From an optimization exercise on the open Yosys and OpenROAD flow, aimed at small area and a short achievable clock period; shortcuts taken in it are not production practice.
Where RTL was checked, it was by simulation tests only, not by an equivalence proof against the original.
The RTL of run 1 was laid out without a check of its function.
Power is estimated from default activity; no workload was simulated.

==> flow/design.v, too long to show whole: its modules and the start of the top module <==
// module fused_multiply_add: 801 lines
// module fma_fa: 4 lines
// module fma_ha: 4 lines
// module fma_gc: 3 lines
// module fma_gpc: 4 lines
// module fma_benc: 5 lines
// module fma_bsel: 3 lines
module fused_multiply_add
(
     input                                   clk
   , input                                   rst
   , input                                   cntrl_load
   , input        [31:0]                     cntrl_init
   , input                                   pass
   , input        [15:0]                     m
   , input        [15:0]                     x
   , input        [15:0]                     c
   , output logic                            y_valid_r
   , output logic [31:0]                     y_w
);
  // ...
==> flow/flow/run.sh <==
#!/bin/bash
# The standard layout (standard.sh), with two changes:
#  - synthesis maps logic with ABC's &nf mapper (flow/abc_map.script) in place of
#    ORFS's abc_area.script, which maps XOR-heavy logic to NAND2 trees;
#  - the port buffers are plain buf_2 cells instead of the default choice.
set -u
WORK=$(pwd)
rm -rf "$WORK/scripts"
cp -r "$FLOW_HOME/scripts" "$WORK/scripts"
cp "$WORK/flow/abc_map.script" "$WORK/scripts/abc_area.script"
export SCRIPTS_DIR="$WORK/scripts"
export BUFFER_PORTS_ARGS="-buffer_cell sky130_fd_sc_hd__buf_2"
bash standard.sh > standard.log 2>&1
==> flow/flow/abc_map.script <==
strash
&get -n
&fraig -x
&put
scorr
dc2
dretime
strash
&get -n
&dch -f
&nf {D}
&put
==> flow/standard.sh <==
#!/bin/bash
# synth_recipe.tcl (not shown) runs the flow's synth.tcl, then flattens the netlist and writes it again
# the make line also repeats each setting of config.mk as NAME=value (left out here)
make -C /OpenROAD-flow-scripts/flow DESIGN_CONFIG=/design/flow/config.mk WORK_HOME=/design/flow/orfs CLKGATE_MAP_FILE= SYNTH_SCRIPT=/design/flow/synth_recipe.tcl "${@:-finish}"
==> flow/config.mk <==
export PLATFORM = sky130hd
export DESIGN_NAME = fused_multiply_add
export DESIGN_NICKNAME = fused_multiply_add
export VERILOG_FILES = /design/flow/design.v
export SDC_FILE = /design/flow/constraint.sdc
export NUM_CORES = 4
export LEC_CHECK = 0
export ABC_AREA = 1
export CAP_MARGIN = 20
export CORE_MARGIN = 2
export CORE_UTILIZATION = 40
export CTS_BUF_LIST = sky130_fd_sc_hd__clkbuf_4
export SETUP_SLACK_MARGIN = 2.8
export SLEW_MARGIN = 20
export SYNTH_HIERARCHICAL = 1
export SYNTH_MINIMUM_KEEP_SIZE = 0
==> flow/constraint.sdc <==
create_clock -name core_clock -period 8.0 [get_ports {clk}]
set_input_delay 1.6000 -clock core_clock [delete_from_list [all_inputs] [get_ports {clk}]]
set_output_delay 1.6000 -clock core_clock [all_outputs]
set_load 0.01 [all_outputs]
==> run_summary.xml, run 1 <==
<?xml version="1.0" encoding="UTF-8"?>
<metrics>
  <group name="run_status">
    <metric name="outcome" unit="">no timing/DRC/antenna violations</metric>
  </group>
  <group name="drt">
    <metric name="met1_wire_length" unit="mm">10.8</metric>
    <metric name="drt_first_pass_iters" unit="">6</metric>
    <metric name="finalWirelength" unit="mm">24.6</metric>
  </group>
  <group name="critical_path">
    <metric name="worst_setup_path_endpoint" unit="">y_w[31]</metric>
    <metric name="end_kind" unit="">primary output</metric>
    <metric name="worst-path-max-fanout" unit="">4</metric>
    <metric name="critPathMaxStageDelay" unit="ns">0.60</metric>
    <metric name="crit_arrival" unit="ns">3.45</metric>
  </group>
  <group name="finish">
    <metric name="layout.area.top_class" unit="">multi-input gates</metric>
    <metric name="fin_area" unit="um2">11400</metric>
    <metric name="inverters_excl_clock" unit="">55</metric>
    <metric name="largest_reg_flops" unit="">32</metric>
    <metric name="clock_buffers" unit="">11</metric>
    <metric name="biggestRegsByFlops" unit="">ys_r (32), yc_r (31), yt_r (8)</metric>
    <metric name="non_clock_buffer_count" unit="">127</metric>
    <metric name="area.growth.synth_to_final" unit="%">13.3</metric>
  </group>
  <group name="power">
    <metric name="p_int" unit="mW">3.01</metric>
    <metric name="clock_power_share" unit="">0.037</metric>
  </group>
  <group name="floorplan">
    <metric name="top_level_ports" unit="">117</metric>
    <metric name="die_area" unit="um2">26400</metric>
  </group>
  <group name="clocking">
    <metric name="cts_sinks" unit="">72</metric>
    <metric name="ctsLongestPathBuffers" unit="">2</metric>
  </group>
  <group name="grt">
    <metric name="use_met1" unit="">0.268</metric>
    <metric name="grt_pass1_vias" unit="">7535</metric>
    <metric name="gr-usage-all-layers" unit="">0.197</metric>
    <metric name="globalRouteOverflowTotal" unit="">0</metric>
    <metric name="globalRouteMet3Util" unit="">0.0407</metric>
  </group>
  <group name="place">
    <metric name="gp_congestion" unit="">0.853</metric>
  </group>
  <group name="timing">
    <metric name="finalWorstSetupSlack" unit="ns">2.95</metric>
    <metric name="hold_viol" unit="">0</metric>
    <metric name="worst_clock_skew" unit="ns">0.0175</metric>
    <metric name="setup_tns" unit="ns">0</metric>
    <metric name="timing.hold.ws" unit="ns">0.857</metric>
    <metric name="max_slew_margin" unit="">0.441</metric>
    <metric name="worst-slew-pin-transition" unit="ns">0.832</metric>
    <metric name="min_tclk_post_route" unit="ns">5.05</metric>
  </group>
  <group name="synth">
    <metric name="synth_enable_flop_cells" unit="">0</metric>
    <metric name="synth-compound-area-share" unit="">0.153</metric>
    <metric name="synthAdderAreaFrac" unit="">0.428</metric>
    <metric name="synth.top_cells.by_area" unit="">fa_1, dfxtp_1, xnor2_1</metric>
    <metric name="post_synth_instance_area" unit="um2">10000</metric>
    <metric name="syn-instance-count" unit="">899</metric>
    <metric name="synth-seq-cells" unit="">72</metric>
  </group>
  <group name="job">
    <metric name="timing.max_cap.violations" unit="">0</metric>
  </group>
</metrics>
==> run 2, diff against run 1 <==
--- a/flow/design.v
+++ b/flow/design.v
@@ -14,195 +14,191 @@
   logic [31:0] ys_r, yc_r;
   logic [25:14] yt_r;
   wire        opnd_en = pass;
   wire [15:0] cg = {16{opnd_en}} & c;
   wire [15:0] xg = x;
   wire [16:-1] xe = {1'b0, xg, 1'b0};
   wire [15:-1] me = {m, 1'b0};
   wire [1:0] one0_d, two0_d, neg0_d;
-  assign one0_d[0] = pass & (me[0] ^ 1'b0);
-  assign two0_d[0] = pass & ((me[1] & ~me[0] & ~1'b0) | (~me[1] & me[0] & 1'b0));
-  assign neg0_d[0] = pass & me[1];
-  assign one0_d[1] = pass & (me[0] ^ 1'b0);
-  assign two0_d[1] = pass & ((me[1] & ~me[0] & ~1'b0) | (~me[1] & me[0] & 1'b0));
-  assign neg0_d[1] = pass & me[1];
+  fma_benc u_e0_0 (.en(pass), .b2(me[1]), .b1(me[0]), .b0(me[-1]), .one(one0_d[0]), .two(two0_d[0]), .neg(neg0_d[0]));
+  fma_benc u_e0_1 (.en(pass), .b2(me[1]), .b1(me[0]), .b0(me[-1]), .one(one0_d[1]), .two(two0_d[1]), .neg(neg0_d[1]));
   wire neg0 = neg0_d[0];
   wire [16:0] pp0;
-  assign pp0[0] = (one0_d[0] & xe[0]) ^ neg0_d[0];
+  fma_bsel u_b0_0 (.one(one0_d[0]), .two(two0_d[0]), .neg(neg0_d[0]), .xa(xe[0]), .xb(xe[-1]), .p(pp0[0]));
   fma_bsel u_b0_1 (.one(one0_d[0]), .two(two0_d[0]), .neg(neg0_d[0]), .xa(xe[1]), .xb(xe[0]), .p(pp0[1]));
   fma_bsel u_b0_2 (.one(one0_d[0]), .two(two0_d[0]), .neg(neg0_d[0]), .xa(xe[2]), .xb(xe[1]), .p(pp0[2]));
   fma_bsel u_b0_3 (.one(one0_d[0]), .two(two0_d[0]), .neg(neg0_d[0]), .xa(xe[3]), .xb(xe[2]), .p(pp0[3]));
   fma_bsel u_b0_4 (.one(one0_d[0]), .two(two0_d[0]), .neg(neg0_d[0]), .xa(xe[4]), .xb(xe[3]), .p(pp0[4]));
   fma_bsel u_b0_5 (.one(one0_d[0]), .two(two0_d[0]), .neg(neg0_d[0]), .xa(xe[5]), .xb(xe[4]), .p(pp0[5]));
   fma_bsel u_b0_6 (.one(one0_d[0]), .two(two0_d[0]), .neg(neg0_d[0]), .xa(xe[6]), .xb(xe[5]), .p(pp0[6]));
   fma_bsel u_b0_7 (.one(one0_d[0]), .two(two0_d[0]), .neg(neg0_d[0]), .xa(xe[7]), .xb(xe[6]), .p(pp0[7]));
   fma_bsel u_b0_8 (.one(one0_d[0]), .two(two0_d[0]), .neg(neg0_d[0]), .xa(xe[8]), .xb(xe[7]), .p(pp0[8]));
   fma_bsel u_b0_9 (.one(one0_d[1]), .two(two0_d[1]), .neg(neg0_d[1]), .xa(xe[9]), .xb(xe[8]), .p(pp0[9]));
   fma_bsel u_b0_10 (.one(one0_d[1]), .two(two0_d[1]), .neg(neg0_d[1]), .xa(xe[10]), .xb(xe[9]), .p(pp0[10]));
   fma_bsel u_b0_11 (.one(one0_d[1]), .two(two0_d[1]), .neg(neg0_d[1]), .xa(xe[11]), .xb(xe[10]), .p(pp0[11]));
   fma_bsel u_b0_12 (.one(one0_d[1]), .two(two0_d[1]), .neg(neg0_d[1]), .xa(xe[12]), .xb(xe[11]), .p(pp0[12]));
   fma_bsel u_b0_13 (.one(one0_d[1]), .two(two0_d[1]), .neg(neg0_d[1]), .xa(xe[13]), .xb(xe[12]), .p(pp0[13]));
   fma_bsel u_b0_14 (.one(one0_d[1]), .two(two0_d[1]), .neg(neg0_d[1]), .xa(xe[14]), .xb(xe[13]), .p(pp0[14]));
   fma_bsel u_b0_15 (.one(one0_d[1]), .two(two0_d[1]), .neg(neg0_d[1]), .xa(xe[15]), .xb(xe[14]), .p(pp0[15]));
-  assign pp0[16] = (two0_d[1] & xe[15]) ^ neg0_d[1];
+  fma_bsel u_b0_16 (.one(one0_d[1]), .two(two0_d[1]), .neg(neg0_d[1]), .xa(xe[16]), .xb(xe[15]), .p(pp0[16]));
   wire [1:0] one1_d, two1_d, neg1_d;
   fma_benc u_e1_0 (.en(pass), .b2(me[3]), .b1(me[2]), .b0(me[1]), .one(one1_d[0]), .two(two1_d[0]), .neg(neg1_d[0]));
   fma_benc u_e1_1 (.en(pass), .b2(me[3]), .b1(me[2]), .b0(me[1]), .one(one1_d[1]), .two(two1_d[1]), .neg(neg1_d[1]));
   wire neg1 = neg1_d[0];
   wire [16:0] pp1;
-  assign pp1[0] = (one1_d[0] & xe[0]) ^ neg1_d[0];
+  fma_bsel u_b1_0 (.one(one1_d[0]), .two(two1_d[0]), .neg(neg1_d[0]), .xa(xe[0]), .xb(xe[-1]), .p(pp1[0]));
   fma_bsel u_b1_1 (.one(one1_d[0]), .two(two1_d[0]), .neg(neg1_d[0]), .xa(xe[1]), .xb(xe[0]), .p(pp1[1]));
   fma_bsel u_b1_2 (.one(one1_d[0]), .two(two1_d[0]), .neg(neg1_d[0]), .xa(xe[2]), .xb(xe[1]), .p(pp1[2]));
   fma_bsel u_b1_3 (.one(one1_d[0]), .two(two1_d[0]), .neg(neg1_d[0]), .xa(xe[3]), .xb(xe[2]), .p(pp1[3]));
   fma_bsel u_b1_4 (.one(one1_d[0]), .two(two1_d[0]), .neg(neg1_d[0]), .xa(xe[4]), .xb(xe[3]), .p(pp1[4]));
   fma_bsel u_b1_5 (.one(one1_d[0]), .two(two1_d[0]), .neg(neg1_d[0]), .xa(xe[5]), .xb(xe[4]), .p(pp1[5]));
   fma_bsel u_b1_6 (.one(one1_d[0]), .two(two1_d[0]), .neg(neg1_d[0]), .xa(xe[6]), .xb(xe[5]), .p(pp1[6]));
   fma_bsel u_b1_7 (.one(one1_d[0]), .two(two1_d[0]), .neg(neg1_d[0]), .xa(xe[7]), .xb(xe[6]), .p(pp1[7]));
   fma_bsel u_b1_8 (.one(one1_d[0]), .two(two1_d[0]), .neg(neg1_d[0]), .xa(xe[8]), .xb(xe[7]), .p(pp1[8]));
   fma_bsel u_b1_9 (.one(one1_d[1]), .two(two1_d[1]), .neg(neg1_d[1]), .xa(xe[9]), .xb(xe[8]), .p(pp1[9]));
   fma_bsel u_b1_10 (.one(one1_d[1]), .two(two1_d[1]), .neg(neg1_d[1]), .xa(xe[10]), .xb(xe[9]), .p(pp1[10]));
   fma_bsel u_b1_11 (.one(one1_d[1]), .two(two1_d[1]), .neg(neg1_d[1]), .xa(xe[11]), .xb(xe[10]), .p(pp1[11]));
   fma_bsel u_b1_12 (.one(one1_d[1]), .two(two1_d[1]), .neg(neg1_d[1]), .xa(xe[12]), .xb(xe[11]), .p(pp1[12]));
   fma_bsel u_b1_13 (.one(one1_d[1]), .two(two1_d[1]), .neg(neg1_d[1]), .xa(xe[13]), .xb(xe[12]), .p(pp1[13]));
   fma_bsel u_b1_14 (.one(one1_d[1]), .two(two1_d[1]), .neg(neg1_d[1]), .xa(xe[14]), .xb(xe[13]), .p(pp1[14]));
   fma_bsel u_b1_15 (.one(one1_d[1]), .two(two1_d[1]), .neg(neg1_d[1]), .xa(xe[15]), .xb(xe[14]), .p(pp1[15]));
-  assign pp1[16] = (two1_d[1] & xe[15]) ^ neg1_d[1];
+  fma_bsel u_b1_16 (.one(one1_d[1]), .two(two1_d[1]), .neg(neg1_d[1]), .xa(xe[16]), .xb(xe[15]), .p(pp1[16]));
   wire [1:0] one2_d, two2_d, neg2_d;
   fma_benc u_e2_0 (.en(pass), .b2(me[5]), .b1(me[4]), .b0(me[3]), .one(one2_d[0]), .two(two2_d[0]), .neg(neg2_d[0]));
   fma_benc u_e2_1 (.en(pass), .b2(me[5]), .b1(me[4]), .b0(me[3]), .one(one2_d[1]), .two(two2_d[1]), .neg(neg2_d[1]));
   wire neg2 = neg2_d[0];
   wire [16:0] pp2;
-  assign pp2[0] = (one2_d[0] & xe[0]) ^ neg2_d[0];
+  fma_bsel u_b2_0 (.one(one2_d[0]), .two(two2_d[0]), .neg(neg2_d[0]), .xa(xe[0]), .xb(xe[-1]), .p(pp2[0]));
   fma_bsel u_b2_1 (.one(one2_d[0]), .two(two2_d[0]), .neg(neg2_d[0]), .xa(xe[1]), .xb(xe[0]), .p(pp2[1]));
   fma_bsel u_b2_2 (.one(one2_d[0]), .two(two2_d[0]), .neg(neg2_d[0]), .xa(xe[2]), .xb(xe[1]), .p(pp2[2]));
   fma_bsel u_b2_3 (.one(one2_d[0]), .two(two2_d[0]), .neg(neg2_d[0]), .xa(xe[3]), .xb(xe[2]), .p(pp2[3]));
   fma_bsel u_b2_4 (.one(one2_d[0]), .two(two2_d[0]), .neg(neg2_d[0]), .xa(xe[4]), .xb(xe[3]), .p(pp2[4]));
   fma_bsel u_b2_5 (.one(one2_d[0]), .two(two2_d[0]), .neg(neg2_d[0]), .xa(xe[5]), .xb(xe[4]), .p(pp2[5]));
   fma_bsel u_b2_6 (.one(one2_d[0]), .two(two2_d[0]), .neg(neg2_d[0]), .xa(xe[6]), .xb(xe[5]), .p(pp2[6]));
   fma_bsel u_b2_7 (.one(one2_d[0]), .two(two2_d[0]), .neg(neg2_d[0]), .xa(xe[7]), .xb(xe[6]), .p(pp2[7]));
   fma_bsel u_b2_8 (.one(one2_d[0]), .two(two2_d[0]), .neg(neg2_d[0]), .xa(xe[8]), .xb(xe[7]), .p(pp2[8]));
   fma_bsel u_b2_9 (.one(one2_d[1]), .two(two2_d[1]), .neg(neg2_d[1]), .xa(xe[9]), .xb(xe[8]), .p(pp2[9]));
   fma_bsel u_b2_10 (.one(one2_d[1]), .two(two2_d[1]), .neg(neg2_d[1]), .xa(xe[10]), .xb(xe[9]), .p(pp2[10]));
   fma_bsel u_b2_11 (.one(one2_d[1]), .two(two2_d[1]), .neg(neg2_d[1]), .xa(xe[11]), .xb(xe[10]), .p(pp2[11]));
   fma_bsel u_b2_12 (.one(one2_d[1]), .two(two2_d[1]), .neg(neg2_d[1]), .xa(xe[12]), .xb(xe[11]), .p(pp2[12]));
   fma_bsel u_b2_13 (.one(one2_d[1]), .two(two2_d[1]), .neg(neg2_d[1]), .xa(xe[13]), .xb(xe[12]), .p(pp2[13]));
   fma_bsel u_b2_14 (.one(one2_d[1]), .two(two2_d[1]), .neg(neg2_d[1]), .xa(xe[14]), .xb(xe[13]), .p(pp2[14]));
   fma_bsel u_b2_15 (.one(one2_d[1]), .two(two2_d[1]), .neg(neg2_d[1]), .xa(xe[15]), .xb(xe[14]), .p(pp2[15]));
-  assign pp2[16] = (two2_d[1] & xe[15]) ^ neg2_d[1];
+  fma_bsel u_b2_16 (.one(one2_d[1]), .two(two2_d[1]), .neg(neg2_d[1]), .xa(xe[16]), .xb(xe[15]), .p(pp2[16]));
   wire [1:0] one3_d, two3_d, neg3_d;
   fma_benc u_e3_0 (.en(pass), .b2(me[7]), .b1(me[6]), .b0(me[5]), .one(one3_d[0]), .two(two3_d[0]), .neg(neg3_d[0]));
   fma_benc u_e3_1 (.en(pass), .b2(me[7]), .b1(me[6]), .b0(me[5]), .one(one3_d[1]), .two(two3_d[1]), .neg(neg3_d[1]));
   wire neg3 = neg3_d[0];
   wire [16:0] pp3;
-  assign pp3[0] = (one3_d[0] & xe[0]) ^ neg3_d[0];
+  fma_bsel u_b3_0 (.one(one3_d[0]), .two(two3_d[0]), .neg(neg3_d[0]), .xa(xe[0]), .xb(xe[-1]), .p(pp3[0]));
   fma_bsel u_b3_1 (.one(one3_d[0]), .two(two3_d[0]), .neg(neg3_d[0]), .xa(xe[1]), .xb(xe[0]), .p(pp3[1]));
   fma_bsel u_b3_2 (.one(one3_d[0]), .two(two3_d[0]), .neg(neg3_d[0]), .xa(xe[2]), .xb(xe[1]), .p(pp3[2]));
   fma_bsel u_b3_3 (.one(one3_d[0]), .two(two3_d[0]), .neg(neg3_d[0]), .xa(xe[3]), .xb(xe[2]), .p(pp3[3]));
   fma_bsel u_b3_4 (.one(one3_d[0]), .two(two3_d[0]), .neg(neg3_d[0]), .xa(xe[4]), .xb(xe[3]), .p(pp3[4]));
   fma_bsel u_b3_5 (.one(one3_d[0]), .two(two3_d[0]), .neg(neg3_d[0]), .xa(xe[5]), .xb(xe[4]), .p(pp3[5]));
   fma_bsel u_b3_6 (.one(one3_d[0]), .two(two3_d[0]), .neg(neg3_d[0]), .xa(xe[6]), .xb(xe[5]), .p(pp3[6]));
   fma_bsel u_b3_7 (.one(one3_d[0]), .two(two3_d[0]), .neg(neg3_d[0]), .xa(xe[7]), .xb(xe[6]), .p(pp3[7]));
   fma_bsel u_b3_8 (.one(one3_d[0]), .two(two3_d[0]), .neg(neg3_d[0]), .xa(xe[8]), .xb(xe[7]), .p(pp3[8]));
   fma_bsel u_b3_9 (.one(one3_d[1]), .two(two3_d[1]), .neg(neg3_d[1]), .xa(xe[9]), .xb(xe[8]), .p(pp3[9]));
   fma_bsel u_b3_10 (.one(one3_d[1]), .two(two3_d[1]), .neg(neg3_d[1]), .xa(xe[10]), .xb(xe[9]), .p(pp3[10]));
   fma_bsel u_b3_11 (.one(one3_d[1]), .two(two3_d[1]), .neg(neg3_d[1]), .xa(xe[11]), .xb(xe[10]), .p(pp3[11]));
   fma_bsel u_b3_12 (.one(one3_d[1]), .two(two3_d[1]), .neg(neg3_d[1]), .xa(xe[12]), .xb(xe[11]), .p(pp3[12]));
   fma_bsel u_b3_13 (.one(one3_d[1]), .two(two3_d[1]), .neg(neg3_d[1]), .xa(xe[13]), .xb(xe[12]), .p(pp3[13]));
   fma_bsel u_b3_14 (.one(one3_d[1]), .two(two3_d[1]), .neg(neg3_d[1]), .xa(xe[14]), .xb(xe[13]), .p(pp3[14]));
   fma_bsel u_b3_15 (.one(one3_d[1]), .two(two3_d[1]), .neg(neg3_d[1]), .xa(xe[15]), .xb(xe[14]), .p(pp3[15]));
-  assign pp3[16] = (two3_d[1] & xe[15]) ^ neg3_d[1];
+  fma_bsel u_b3_16 (.one(one3_d[1]), .two(two3_d[1]), .neg(neg3_d[1]), .xa(xe[16]), .xb(xe[15]), .p(pp3[16]));
   wire [1:0] one4_d, two4_d, neg4_d;
   fma_benc u_e4_0 (.en(pass), .b2(me[9]), .b1(me[8]), .b0(me[7]), .one(one4_d[0]), .two(two4_d[0]), .neg(neg4_d[0]));
   fma_benc u_e4_1 (.en(pass), .b2(me[9]), .b1(me[8]), .b0(me[7]), .one(one4_d[1]), .two(two4_d[1]), .neg(neg4_d[1]));
   wire neg4 = neg4_d[0];
   wire [16:0] pp4;
-  assign pp4[0] = (one4_d[0] & xe[0]) ^ neg4_d[0];
+  fma_bsel u_b4_0 (.one(one4_d[0]), .two(two4_d[0]), .neg(neg4_d[0]), .xa(xe[0]), .xb(xe[-1]), .p(pp4[0]));
   fma_bsel u_b4_1 (.one(one4_d[0]), .two(two4_d[0]), .neg(neg4_d[0]), .xa(xe[1]), .xb(xe[0]), .p(pp4[1]));
   fma_bsel u_b4_2 (.one(one4_d[0]), .two(two4_d[0]), .neg(neg4_d[0]), .xa(xe[2]), .xb(xe[1]), .p(pp4[2]));
   fma_bsel u_b4_3 (.one(one4_d[0]), .two(two4_d[0]), .neg(neg4_d[0]), .xa(xe[3]), .xb(xe[2]), .p(pp4[3]));
   fma_bsel u_b4_4 (.one(one4_d[0]), .two(two4_d[0]), .neg(neg4_d[0]), .xa(xe[4]), .xb(xe[3]), .p(pp4[4]));
   fma_bsel u_b4_5 (.one(one4_d[0]), .two(two4_d[0]), .neg(neg4_d[0]), .xa(xe[5]), .xb(xe[4]), .p(pp4[5]));
   fma_bsel u_b4_6 (.one(one4_d[0]), .two(two4_d[0]), .neg(neg4_d[0]), .xa(xe[6]), .xb(xe[5]), .p(pp4[6]));
   fma_bsel u_b4_7 (.one(one4_d[0]), .two(two4_d[0]), .neg(neg4_d[0]), .xa(xe[7]), .xb(xe[6]), .p(pp4[7]));
   fma_bsel u_b4_8 (.one(one4_d[0]), .two(two4_d[0]), .neg(neg4_d[0]), .xa(xe[8]), .xb(xe[7]), .p(pp4[8]));
   fma_bsel u_b4_9 (.one(one4_d[1]), .two(two4_d[1]), .neg(neg4_d[1]), .xa(xe[9]), .xb(xe[8]), .p(pp4[9]));
   fma_bsel u_b4_10 (.one(one4_d[1]), .two(two4_d[1]), .neg(neg4_d[1]), .xa(xe[10]), .xb(xe[9]), .p(pp4[10]));
   fma_bsel u_b4_11 (.one(one4_d[1]), .two(two4_d[1]), .neg(neg4_d[1]), .xa(xe[11]), .xb(xe[10]), .p(pp4[11]));
   fma_bsel u_b4_12 (.one(one4_d[1]), .two(two4_d[1]), .neg(neg4_d[1]), .xa(xe[12]), .xb(xe[11]), .p(pp4[12]));
   fma_bsel u_b4_13 (.one(one4_d[1]), .two(two4_d[1]), .neg(neg4_d[1]), .xa(xe[13]), .xb(xe[12]), .p(pp4[13]));
   fma_bsel u_b4_14 (.one(one4_d[1]), .two(two4_d[1]), .neg(neg4_d[1]), .xa(xe[14]), .xb(xe[13]), .p(pp4[14]));
   fma_bsel u_b4_15 (.one(one4_d[1]), .two(two4_d[1]), .neg(neg4_d[1]), .xa(xe[15]), .xb(xe[14]), .p(pp4[15]));
-  assign pp4[16] = (two4_d[1] & xe[15]) ^ neg4_d[1];
+  fma_bsel u_b4_16 (.one(one4_d[1]), .two(two4_d[1]), .neg(neg4_d[1]), .xa(xe[16]), .xb(xe[15]), .p(pp4[16]));
   wire [1:0] one5_d, two5_d, neg5_d;
   fma_benc u_e5_0 (.en(pass), .b2(me[11]), .b1(me[10]), .b0(me[9]), .one(one5_d[0]), .two(two5_d[0]), .neg(neg5_d[0]));
   fma_benc u_e5_1 (.en(pass), .b2(me[11]), .b1(me[10]), .b0(me[9]), .one(one5_d[1]), .two(two5_d[1]), .neg(neg5_d[1]));
   wire neg5 = neg5_d[0];
   wire [16:0] pp5;
-  assign pp5[0] = (one5_d[0] & xe[0]) ^ neg5_d[0];
+  fma_bsel u_b5_0 (.one(one5_d[0]), .two(two5_d[0]), .neg(neg5_d[0]), .xa(xe[0]), .xb(xe[-1]), .p(pp5[0]));
   fma_bsel u_b5_1 (.one(one5_d[0]), .two(two5_d[0]), .neg(neg5_d[0]), .xa(xe[1]), .xb(xe[0]), .p(pp5[1]));
   fma_bsel u_b5_2 (.one(one5_d[0]), .two(two5_d[0]), .neg(neg5_d[0]), .xa(xe[2]), .xb(xe[1]), .p(pp5[2]));
   fma_bsel u_b5_3 (.one(one5_d[0]), .two(two5_d[0]), .neg(neg5_d[0]), .xa(xe[3]), .xb(xe[2]), .p(pp5[3]));
   fma_bsel u_b5_4 (.one(one5_d[0]), .two(two5_d[0]), .neg(neg5_d[0]), .xa(xe[4]), .xb(xe[3]), .p(pp5[4]));
   fma_bsel u_b5_5 (.one(one5_d[0]), .two(two5_d[0]), .neg(neg5_d[0]), .xa(xe[5]), .xb(xe[4]), .p(pp5[5]));
   fma_bsel u_b5_6 (.one(one5_d[0]), .two(two5_d[0]), .neg(neg5_d[0]), .xa(xe[6]), .xb(xe[5]), .p(pp5[6]));
   fma_bsel u_b5_7 (.one(one5_d[0]), .two(two5_d[0]), .neg(neg5_d[0]), .xa(xe[7]), .xb(xe[6]), .p(pp5[7]));
   fma_bsel u_b5_8 (.one(one5_d[0]), .two(two5_d[0]), .neg(neg5_d[0]), .xa(xe[8]), .xb(xe[7]), .p(pp5[8]));
   fma_bsel u_b5_9 (.one(one5_d[1]), .two(two5_d[1]), .neg(neg5_d[1]), .xa(xe[9]), .xb(xe[8]), .p(pp5[9]));
   fma_bsel u_b5_10 (.one(one5_d[1]), .two(two5_d[1]), .neg(neg5_d[1]), .xa(xe[10]), .xb(xe[9]), .p(pp5[10]));
   fma_bsel u_b5_11 (.one(one5_d[1]), .two(two5_d[1]), .neg(neg5_d[1]), .xa(xe[11]), .xb(xe[10]), .p(pp5[11]));
   fma_bsel u_b5_12 (.one(one5_d[1]), .two(two5_d[1]), .neg(neg5_d[1]), .xa(xe[12]), .xb(xe[11]), .p(pp5[12]));
   fma_bsel u_b5_13 (.one(one5_d[1]), .two(two5_d[1]), .neg(neg5_d[1]), .xa(xe[13]), .xb(xe[12]), .p(pp5[13]));
   fma_bsel u_b5_14 (.one(one5_d[1]), .two(two5_d[1]), .neg(neg5_d[1]), .xa(xe[14]), .xb(xe[13]), .p(pp5[14]));
   fma_bsel u_b5_15 (.one(one5_d[1]), .two(two5_d[1]), .neg(neg5_d[1]), .xa(xe[15]), .xb(xe[14]), .p(pp5[15]));
-  assign pp5[16] = (two5_d[1] & xe[15]) ^ neg5_d[1];
+  fma_bsel u_b5_16 (.one(one5_d[1]), .two(two5_d[1]), .neg(neg5_d[1]), .xa(xe[16]), .xb(xe[15]), .p(pp5[16]));
   wire [1:0] one6_d, two6_d, neg6_d;
   fma_benc u_e6_0 (.en(pass), .b2(me[13]), .b1(me[12]), .b0(me[11]), .one(one6_d[0]), .two(two6_d[0]), .neg(neg6_d[0]));
   fma_benc u_e6_1 (.en(pass), .b2(me[13]), .b1(me[12]), .b0(me[11]), .one(one6_d[1]), .two(two6_d[1]), .neg(neg6_d[1]));
   wire neg6 = neg6_d[0];
   wire [16:0] pp6;
-  assign pp6[0] = (one6_d[0] & xe[0]) ^ neg6_d[0];
+  fma_bsel u_b6_0 (.one(one6_d[0]), .two(two6_d[0]), .neg(neg6_d[0]), .xa(xe[0]), .xb(xe[-1]), .p(pp6[0]));
   fma_bsel u_b6_1 (.one(one6_d[0]), .two(two6_d[0]), .neg(neg6_d[0]), .xa(xe[1]), .xb(xe[0]), .p(pp6[1]));
   fma_bsel u_b6_2 (.one(one6_d[0]), .two(two6_d[0]), .neg(neg6_d[0]), .xa(xe[2]), .xb(xe[1]), .p(pp6[2]));
   fma_bsel u_b6_3 (.one(one6_d[0]), .two(two6_d[0]), .neg(neg6_d[0]), .xa(xe[3]), .xb(xe[2]), .p(pp6[3]));
   fma_bsel u_b6_4 (.one(one6_d[0]), .two(two6_d[0]), .neg(neg6_d[0]), .xa(xe[4]), .xb(xe[3]), .p(pp6[4]));
   fma_bsel u_b6_5 (.one(one6_d[0]), .two(two6_d[0]), .neg(neg6_d[0]), .xa(xe[5]), .xb(xe[4]), .p(pp6[5]));
   fma_bsel u_b6_6 (.one(one6_d[0]), .two(two6_d[0]), .neg(neg6_d[0]), .xa(xe[6]), .xb(xe[5]), .p(pp6[6]));
   fma_bsel u_b6_7 (.one(one6_d[0]), .two(two6_d[0]), .neg(neg6_d[0]), .xa(xe[7]), .xb(xe[6]), .p(pp6[7]));
   fma_bsel u_b6_8 (.one(one6_d[0]), .two(two6_d[0]), .neg(neg6_d[0]), .xa(xe[8]), .xb(xe[7]), .p(pp6[8]));
   fma_bsel u_b6_9 (.one(one6_d[1]), .two(two6_d[1]), .neg(neg6_d[1]), .xa(xe[9]), .xb(xe[8]), .p(pp6[9]));
   fma_bsel u_b6_10 (.one(one6_d[1]), .two(two6_d[1]), .neg(neg6_d[1]), .xa(xe[10]), .xb(xe[9]), .p(pp6[10]));
   fma_bsel u_b6_11 (.one(one6_d[1]), .two(two6_d[1]), .neg(neg6_d[1]), .xa(xe[11]), .xb(xe[10]), .p(pp6[11]));
   fma_bsel u_b6_12 (.one(one6_d[1]), .two(two6_d[1]), .neg(neg6_d[1]), .xa(xe[12]), .xb(xe[11]), .p(pp6[12]));
   fma_bsel u_b6_13 (.one(one6_d[1]), .two(two6_d[1]), .neg(neg6_d[1]), .xa(xe[13]), .xb(xe[12]), .p(pp6[13]));
   fma_bsel u_b6_14 (.one(one6_d[1]), .two(two6_d[1]), .neg(neg6_d[1]), .xa(xe[14]), .xb(xe[13]), .p(pp6[14]));
   fma_bsel u_b6_15 (.one(one6_d[1]), .two(two6_d[1]), .neg(neg6_d[1]), .xa(xe[15]), .xb(xe[14]), .p(pp6[15]));
-  assign pp6[16] = (two6_d[1] & xe[15]) ^ neg6_d[1];
+  fma_bsel u_b6_16 (.one(one6_d[1]), .two(two6_d[1]), .neg(neg6_d[1]), .xa(xe[16]), .xb(xe[15]), .p(pp6[16]));
   wire [1:0] one7_d, two7_d, neg7_d;
   fma_benc u_e7_0 (.en(pass), .b2(me[15]), .b1(me[14]), .b0(me[13]), .one(one7_d[0]), .two(two7_d[0]), .neg(neg7_d[0]));
   fma_benc u_e7_1 (.en(pass), .b2(me[15]), .b1(me[14]), .b0(me[13]), .one(one7_d[1]), .two(two7_d[1]), .neg(neg7_d[1]));
   wire neg7 = neg7_d[0];
   wire [16:0] pp7;
-  assign pp7[0] = (one7_d[0] & xe[0]) ^ neg7_d[0];
+  fma_bsel u_b7_0 (.one(one7_d[0]), .two(two7_d[0]), .neg(neg7_d[0]), .xa(xe[0]), .xb(xe[-1]), .p(pp7[0]));
   fma_bsel u_b7_1 (.one(one7_d[0]), .two(two7_d[0]), .neg(neg7_d[0]), .xa(xe[1]), .xb(xe[0]), .p(pp7[1]));
   fma_bsel u_b7_2 (.one(one7_d[0]), .two(two7_d[0]), .neg(neg7_d[0]), .xa(xe[2]), .xb(xe[1]), .p(pp7[2]));
   fma_bsel u_b7_3 (.one(one7_d[0]), .two(two7_d[0]), .neg(neg7_d[0]), .xa(xe[3]), .xb(xe[2]), .p(pp7[3]));
   fma_bsel u_b7_4 (.one(one7_d[0]), .two(two7_d[0]), .neg(neg7_d[0]), .xa(xe[4]), .xb(xe[3]), .p(pp7[4]));
   fma_bsel u_b7_5 (.one(one7_d[0]), .two(two7_d[0]), .neg(neg7_d[0]), .xa(xe[5]), .xb(xe[4]), .p(pp7[5]));
   fma_bsel u_b7_6 (.one(one7_d[0]), .two(two7_d[0]), .neg(neg7_d[0]), .xa(xe[6]), .xb(xe[5]), .p(pp7[6]));
   fma_bsel u_b7_7 (.one(one7_d[0]), .two(two7_d[0]), .neg(neg7_d[0]), .xa(xe[7]), .xb(xe[6]), .p(pp7[7]));
   fma_bsel u_b7_8 (.one(one7_d[0]), .two(two7_d[0]), .neg(neg7_d[0]), .xa(xe[8]), .xb(xe[7]), .p(pp7[8]));
   fma_bsel u_b7_9 (.one(one7_d[1]), .two(two7_d[1]), .neg(neg7_d[1]), .xa(xe[9]), .xb(xe[8]), .p(pp7[9]));
   fma_bsel u_b7_10 (.one(one7_d[1]), .two(two7_d[1]), .neg(neg7_d[1]), .xa(xe[10]), .xb(xe[9]), .p(pp7[10]));
   fma_bsel u_b7_11 (.one(one7_d[1]), .two(two7_d[1]), .neg(neg7_d[1]), .xa(xe[11]), .xb(xe[10]), .p(pp7[11]));
   fma_bsel u_b7_12 (.one(one7_d[1]), .two(two7_d[1]), .neg(neg7_d[1]), .xa(xe[12]), .xb(xe[11]), .p(pp7[12]));
   fma_bsel u_b7_13 (.one(one7_d[1]), .two(two7_d[1]), .neg(neg7_d[1]), .xa(xe[13]), .xb(xe[12]), .p(pp7[13]));
   fma_bsel u_b7_14 (.one(one7_d[1]), .two(two7_d[1]), .neg(neg7_d[1]), .xa(xe[14]), .xb(xe[13]), .p(pp7[14]));
   fma_bsel u_b7_15 (.one(one7_d[1]), .two(two7_d[1]), .neg(neg7_d[1]), .xa(xe[15]), .xb(xe[14]), .p(pp7[15]));
-  assign pp7[16] = (two7_d[1] & xe[15]) ^ neg7_d[1];
+  fma_bsel u_b7_16 (.one(one7_d[1]), .two(two7_d[1]), .neg(neg7_d[1]), .xa(xe[16]), .xb(xe[15]), .p(pp7[16]));
   wire s1, c2;
   fma_fa u_s1 (.a(ys_r[0]), .b(yc_r[0]), .ci(neg0), .s(s1), .co(c2));
   wire s3, c4;
   fma_fa u_s3 (.a(cg[0]), .b(pp0[0]), .ci(s1), .s(s3), .co(c4));
   wire s5, c6;
   fma_fa u_s5 (.a(ys_r[1]), .b(yc_r[1]), .ci(cg[1]), .s(s5), .co(c6));
   wire s7, c8;
   fma_fa u_s7 (.a(pp0[1]), .b(c2), .ci(s5), .s(s7), .co(c8));
==> flow/config.mk (replaced) <==
export PLATFORM = sky130hd
export DESIGN_NAME = fused_multiply_add
export DESIGN_NICKNAME = fused_multiply_add
export VERILOG_FILES = /design/flow/design.v
export SDC_FILE = /design/flow/constraint.sdc
export NUM_CORES = 4
export LEC_CHECK = 0
export ABC_AREA = 1
export CAP_MARGIN = 20
export CORE_MARGIN = 2
export CORE_UTILIZATION = 40
export SETUP_SLACK_MARGIN = 2.8
export SLEW_MARGIN = 20
export SYNTH_HIERARCHICAL = 1
export SYNTH_MINIMUM_KEEP_SIZE = 0
==> run_summary.xml, run 2 <==
<?xml version="1.0" encoding="UTF-8"?>
<metrics>
  <group name="run_status">
    <metric name="outcome" unit="">no timing/DRC/antenna violations</metric>
  </group>
  <group name="critical_path">
    <metric name="critical_path.startpoint" unit="">yt_r[15]</metric>
    <metric name="cpMaxStageDelayCell" unit="">fa_1</metric>
    <metric name="worst-path-max-fanout" unit="">5</metric>
    <metric name="timing.critical_path.buf_inv" unit="">1</metric>
    <metric name="crit_path_cell_trace" unit="">fa_1 &gt; ha_4 &gt; and2_0 &gt; and2_1 &gt; and2_0 &gt; a21o_2 &gt; a21o_4 &gt; a21o_4 &gt; a21o_1 &gt; a21o_1 &gt; xor2_1 &gt; buf_2</metric>
    <metric name="critical_path.startpoint_type" unit="">flop</metric>
    <metric name="end_kind" unit="">primary output</metric>
    <metric name="crit_arrival" unit="ns">3.45</metric>
    <metric name="critPathMaxStageDelay" unit="ns">0.60</metric>
    <metric name="critPathKind" unit="">flop to primary output</metric>
    <metric name="critical_path_required" unit="ns">6.40</metric>
    <metric name="rr_startpoint" unit="">ys_r[18]</metric>
    <metric name="critical_path.top_delay_family" unit="">compound AO/OA/AOI/OAI gates</metric>
  </group>
  <group name="finish">
    <metric name="biggestRegsByFlops" unit="">ys_r (32), yc_r (31), yt_r (8)</metric>
    <metric name="most-common-layout-cells" unit="">fa_1, a22oi_1, xnor2_1</metric>
    <metric name="largest_reg_flops" unit="">32</metric>
    <metric name="top_register" unit="">ys_r</metric>
    <metric name="mostFrequentLayoutCell" unit="">fa_1</metric>
    <metric name="drive_gt1_frac" unit="">0.158</metric>
    <metric name="finalNetCount" unit="">1393</metric>
    <metric name="area.growth.synth_to_final" unit="%">17.2</metric>
  </group>
  <group name="synth">
    <metric name="seq_area_frac_synth" unit="">0.142</metric>
    <metric name="syn-instance-count" unit="">908</metric>
    <metric name="synth-seq-cells" unit="">72</metric>
    <metric name="synth_enable_flop_cells" unit="">0</metric>
    <metric name="synth-main-ff-cell" unit="">dfxtp_1</metric>
    <metric name="ys.warnings.count" unit="">7</metric>
    <metric name="post_synth_instance_area" unit="um2">10200</metric>
    <metric name="async_sr_flop_fraction" unit="">0</metric>
    <metric name="synth.top_cells.by_area" unit="">fa_1, dfxtp_1, xnor2_1</metric>
    <metric name="netlist.top_cell.by_area" unit="">fa_1</metric>
    <metric name="synth.top_cells.by_count" unit="">fa_1, a22oi_1, xnor2_1</metric>
    <metric name="synth_cell_types" unit="">18</metric>
    <metric name="synth_most_common_cell" unit="">fa_1</metric>
    <metric name="syn_avg_cell_area" unit="um2">11.2</metric>
    <metric name="post-synth-top-area-fraction" unit="">0.362</metric>
  </group>
  <group name="timing">
    <metric name="slew_viol_final" unit="">0</metric>
    <metric name="hold_viol" unit="">0</metric>
    <metric name="period_share" unit="">0.631</metric>
    <metric name="min_tclk_post_route" unit="ns">5.05</metric>
    <metric name="max_clock_freq" unit="MHz">198</metric>
    <metric name="worst_clock_skew" unit="ns">0.00772</metric>
    <metric name="rsz0062_at_grt" unit="">true</metric>
    <metric name="setup_violations" unit="">0</metric>
    <metric name="max_slew_margin" unit="">0.407</metric>
    <metric name="setup_tns" unit="ns">0</metric>
    <metric name="worst-slew-pin-transition" unit="ns">0.883</metric>
  </group>
  <group name="grt">
    <metric name="grt_start_max_net_pins" unit="">72</metric>
    <metric name="grt_pass1_wl" unit="mm">41.8</metric>
    <metric name="gr-usage-all-layers" unit="">0.203</metric>
    <metric name="grt_pass1_vias" unit="">7702</metric>
    <metric name="globalRouteOverflowTotal" unit="">0</metric>
    <metric name="antenna_found_initial" unit="">1</metric>
  </group>
  <group name="place">
    <metric name="gp_congestion" unit="">0.880</metric>
    <metric name="dp_hpwl" unit="mm">20.4</metric>
    <metric name="buffer_ports.inserted" unit="">116</metric>
  </group>
  <group name="power">
    <metric name="power-per-cell-area" unit="nW/um2">492</metric>
    <metric name="irDropWorstVdd" unit="mV">0.449</metric>
    <metric name="report.power.total" unit="mW">5.86</metric>
    <metric name="static-leakage-power" unit="nW">5.01</metric>
  </group>
  <group name="drt">
    <metric name="antenna_left" unit="">0</metric>
    <metric name="finalWirelength" unit="mm">25.6</metric>
    <metric name="drt_first_pass_iters" unit="">6</metric>
    <metric name="drt_iter0_markers" unit="">470</metric>
    <metric name="drt_drc_violations_left" unit="">0</metric>
    <metric name="route.vias.total" unit="">7420</metric>
    <metric name="route.detailed.vias_per_inst" unit="">5.25</metric>
    <metric name="post_drt_wl_per_cell" unit="um">18.2</metric>
  </group>
  <group name="floorplan">
    <metric name="die-height" unit="um">163</metric>
    <metric name="die-width" unit="um">163</metric>
    <metric name="fp_rows" unit="">58</metric>
    <metric name="start_util" unit="">0.406</metric>
    <metric name="top_level_ports" unit="">117</metric>
    <metric name="core_area" unit="um2">25000</metric>
    <metric name="die_area" unit="um2">26700</metric>
  </group>
  <group name="worst_hold_path">
    <metric name="timing.hold.worst.class" unit="">flop to flop</metric>
    <metric name="worst_hold_startpoint" unit="">yc_r[1]</metric>
  </group>
  <group name="job">
    <metric name="timing.max_cap.violations" unit="">0</metric>
  </group>
  <group name="clocking">
    <metric name="clock-root-buffer" unit="">clkbuf_16</metric>
    <metric name="ctsHoldBuffers" unit="">0</metric>
    <metric name="cts.clk_slew.worst_paths" unit="ns">0.06</metric>
    <metric name="ctsLongestPathBuffers" unit="">2</metric>
    <metric name="ctsHtreeMaxLevel" unit="">3</metric>
    <metric name="clk_latency" unit="ns">0.36</metric>
    <metric name="tritoncts" unit="">built</metric>
    <metric name="cts_sinks" unit="">72</metric>
    <metric name="cts_inserted_buffers" unit="">9</metric>
  </group>
</metrics>
-- run 2: cell families (layout without fill, tap and decap cells) --
| family | count (synthesis) | after routing | synth area share |
|---|---|---|---|
| AO/OA/AOI/OAI | 236 | 236 | 0.166 |
| adder cells (fa/ha/maj) | 233 | 233 | 0.423 |
| XOR/XNOR | 167 | 167 | 0.144 |
| AND/OR/NAND/NOR | 110 | 110 | 0.0677 |
| flip-flops | 72 | 72 | 0.142 |
| buffers and inverters | 57 | 195 | 0.0214 |
| multiplexers | 32 | 32 | 0.0355 |
| other | 1 | 37 | 0.000369 |
-- run 2: metrics by stage --
step,instance area (um2),hold WS (ns),setup WS [ns],instances,util
2_1_floorplan,10300,0.786,3.27,943,-
3_3_place_gp,11300,0.814,1.98,1391,0.451
3_5_place_dp,11300,0.838,1.93,1391,0.451
4_1_cts,11800,0.848,2.82,1407,0.472
5_1_grt,11900,0.916,2.76,1411,0.476
6_report,11900,0.834,2.95,1412,0.476
-- run 2: power breakdown --
| group | internal [mW] | leakage, nW | switching, mW |
|---|---|---|---|
| Combinational | 2.37 | 4.26 | 2.33 |
| Clock | 0.281 | 0.152 | 0.170 |
| Sequential | 0.567 | 0.603 | 0.142 |
-- run 2: layout make-up --
cell class,instances,area (um2)
Inverter,56,215
Tap cell,330,413
Timing Repair Buffer,123,652
Antenna cell,1,2.50
Fill cell,2388,13100
Clock inverter,5,80.1
Clock buffer,11,243
Multi-Input combinational cell,814,8860
Sequential cell,72,1440
-- run 2: worst paths after layout --
path / endpoint / slack, ns / depth (start not counted)
min: ys_r[2] / 0.83 / 3
max: y_w[31] / 2.95 / 12
max reg2reg: yc_r[20] / 4.15 / 10
min reg2reg: ys_r[2] / 0.83 / 3
-- run 2: layer usage --
metal / wire, um / vias to the layer above / track usage
met3: 1400 / 18 / 0.0378
met4: 312 / 0 / 0.0467
met5: 0 / - / 0
li1: - / 3492 / -
met1: 11900 / 3709 / 0.290
met2: 12000 / 201 / 0.321
-- run 2: per-module statistics from Yosys (local to each module, per instance) --
| module | cell area [um2] | cells inside | copies in the design |
|---|---|---|---|
| fma_bsel | 16.3 | 2 | 136 |
| fused_multiply_add | 2740 | 245 | 1 |
| fma_gc | 7.51 | 1 | 30 |
| fma_fa | 20.0 | 1 | 184 |
| fma_benc | 33.8 | 6 | 16 |
| fma_gpc | 13.8 | 2 | 22 |
| fma_ha | 12.5 | 1 | 37 |
-- run 2: worst min-delay path, stage by stage, from the launching register on --
cell and delay (ns):
dfxtp_1 0.35, fa_1 0.19, fa_1 0.16, mux2_1 0.11
-- run 2: timing repair --
item,in CTS,in global routing
setup buffers,0,4
endpoints found under the setup margin,36,37
pin swaps,0,5
gates resized for setup,36,10

static timing again, ports no longer ideal:
The results above use ideal ports. As a check the final layouts listed here were re-extracted and re-timed, cells and wires unchanged.
Step 1: set_driving_cell puts a clkbuf_16 on clk and a buf_2 on each other input, an assumption about the parent block.
Step 2 moves the port delays by t, midway between the first and last clock arrival at a register: inputs arrive t later, outputs are due t later. That takes back most of the time a late clock gives input paths.
a / b / c = ideal / step 1 / step 2; a / b = the first two.
run | t, ns | setup slack, ns | worst setup path at the end | worst slew at a driven data input, ns | pins driven straight from the clock port
run 1 | 0.506 | 2.951 / 2.908 / 2.468 | input to register | 0.07 | 1
run 2 | 0.397 | 2.952 / 2.908 / 2.648 | input to register | 0.07 | 1
After both steps every run listed still meets setup and hold. The setup slack of run 1, which loses most, moves by -0.043 ns with the drivers and by -0.483 ns with both steps.
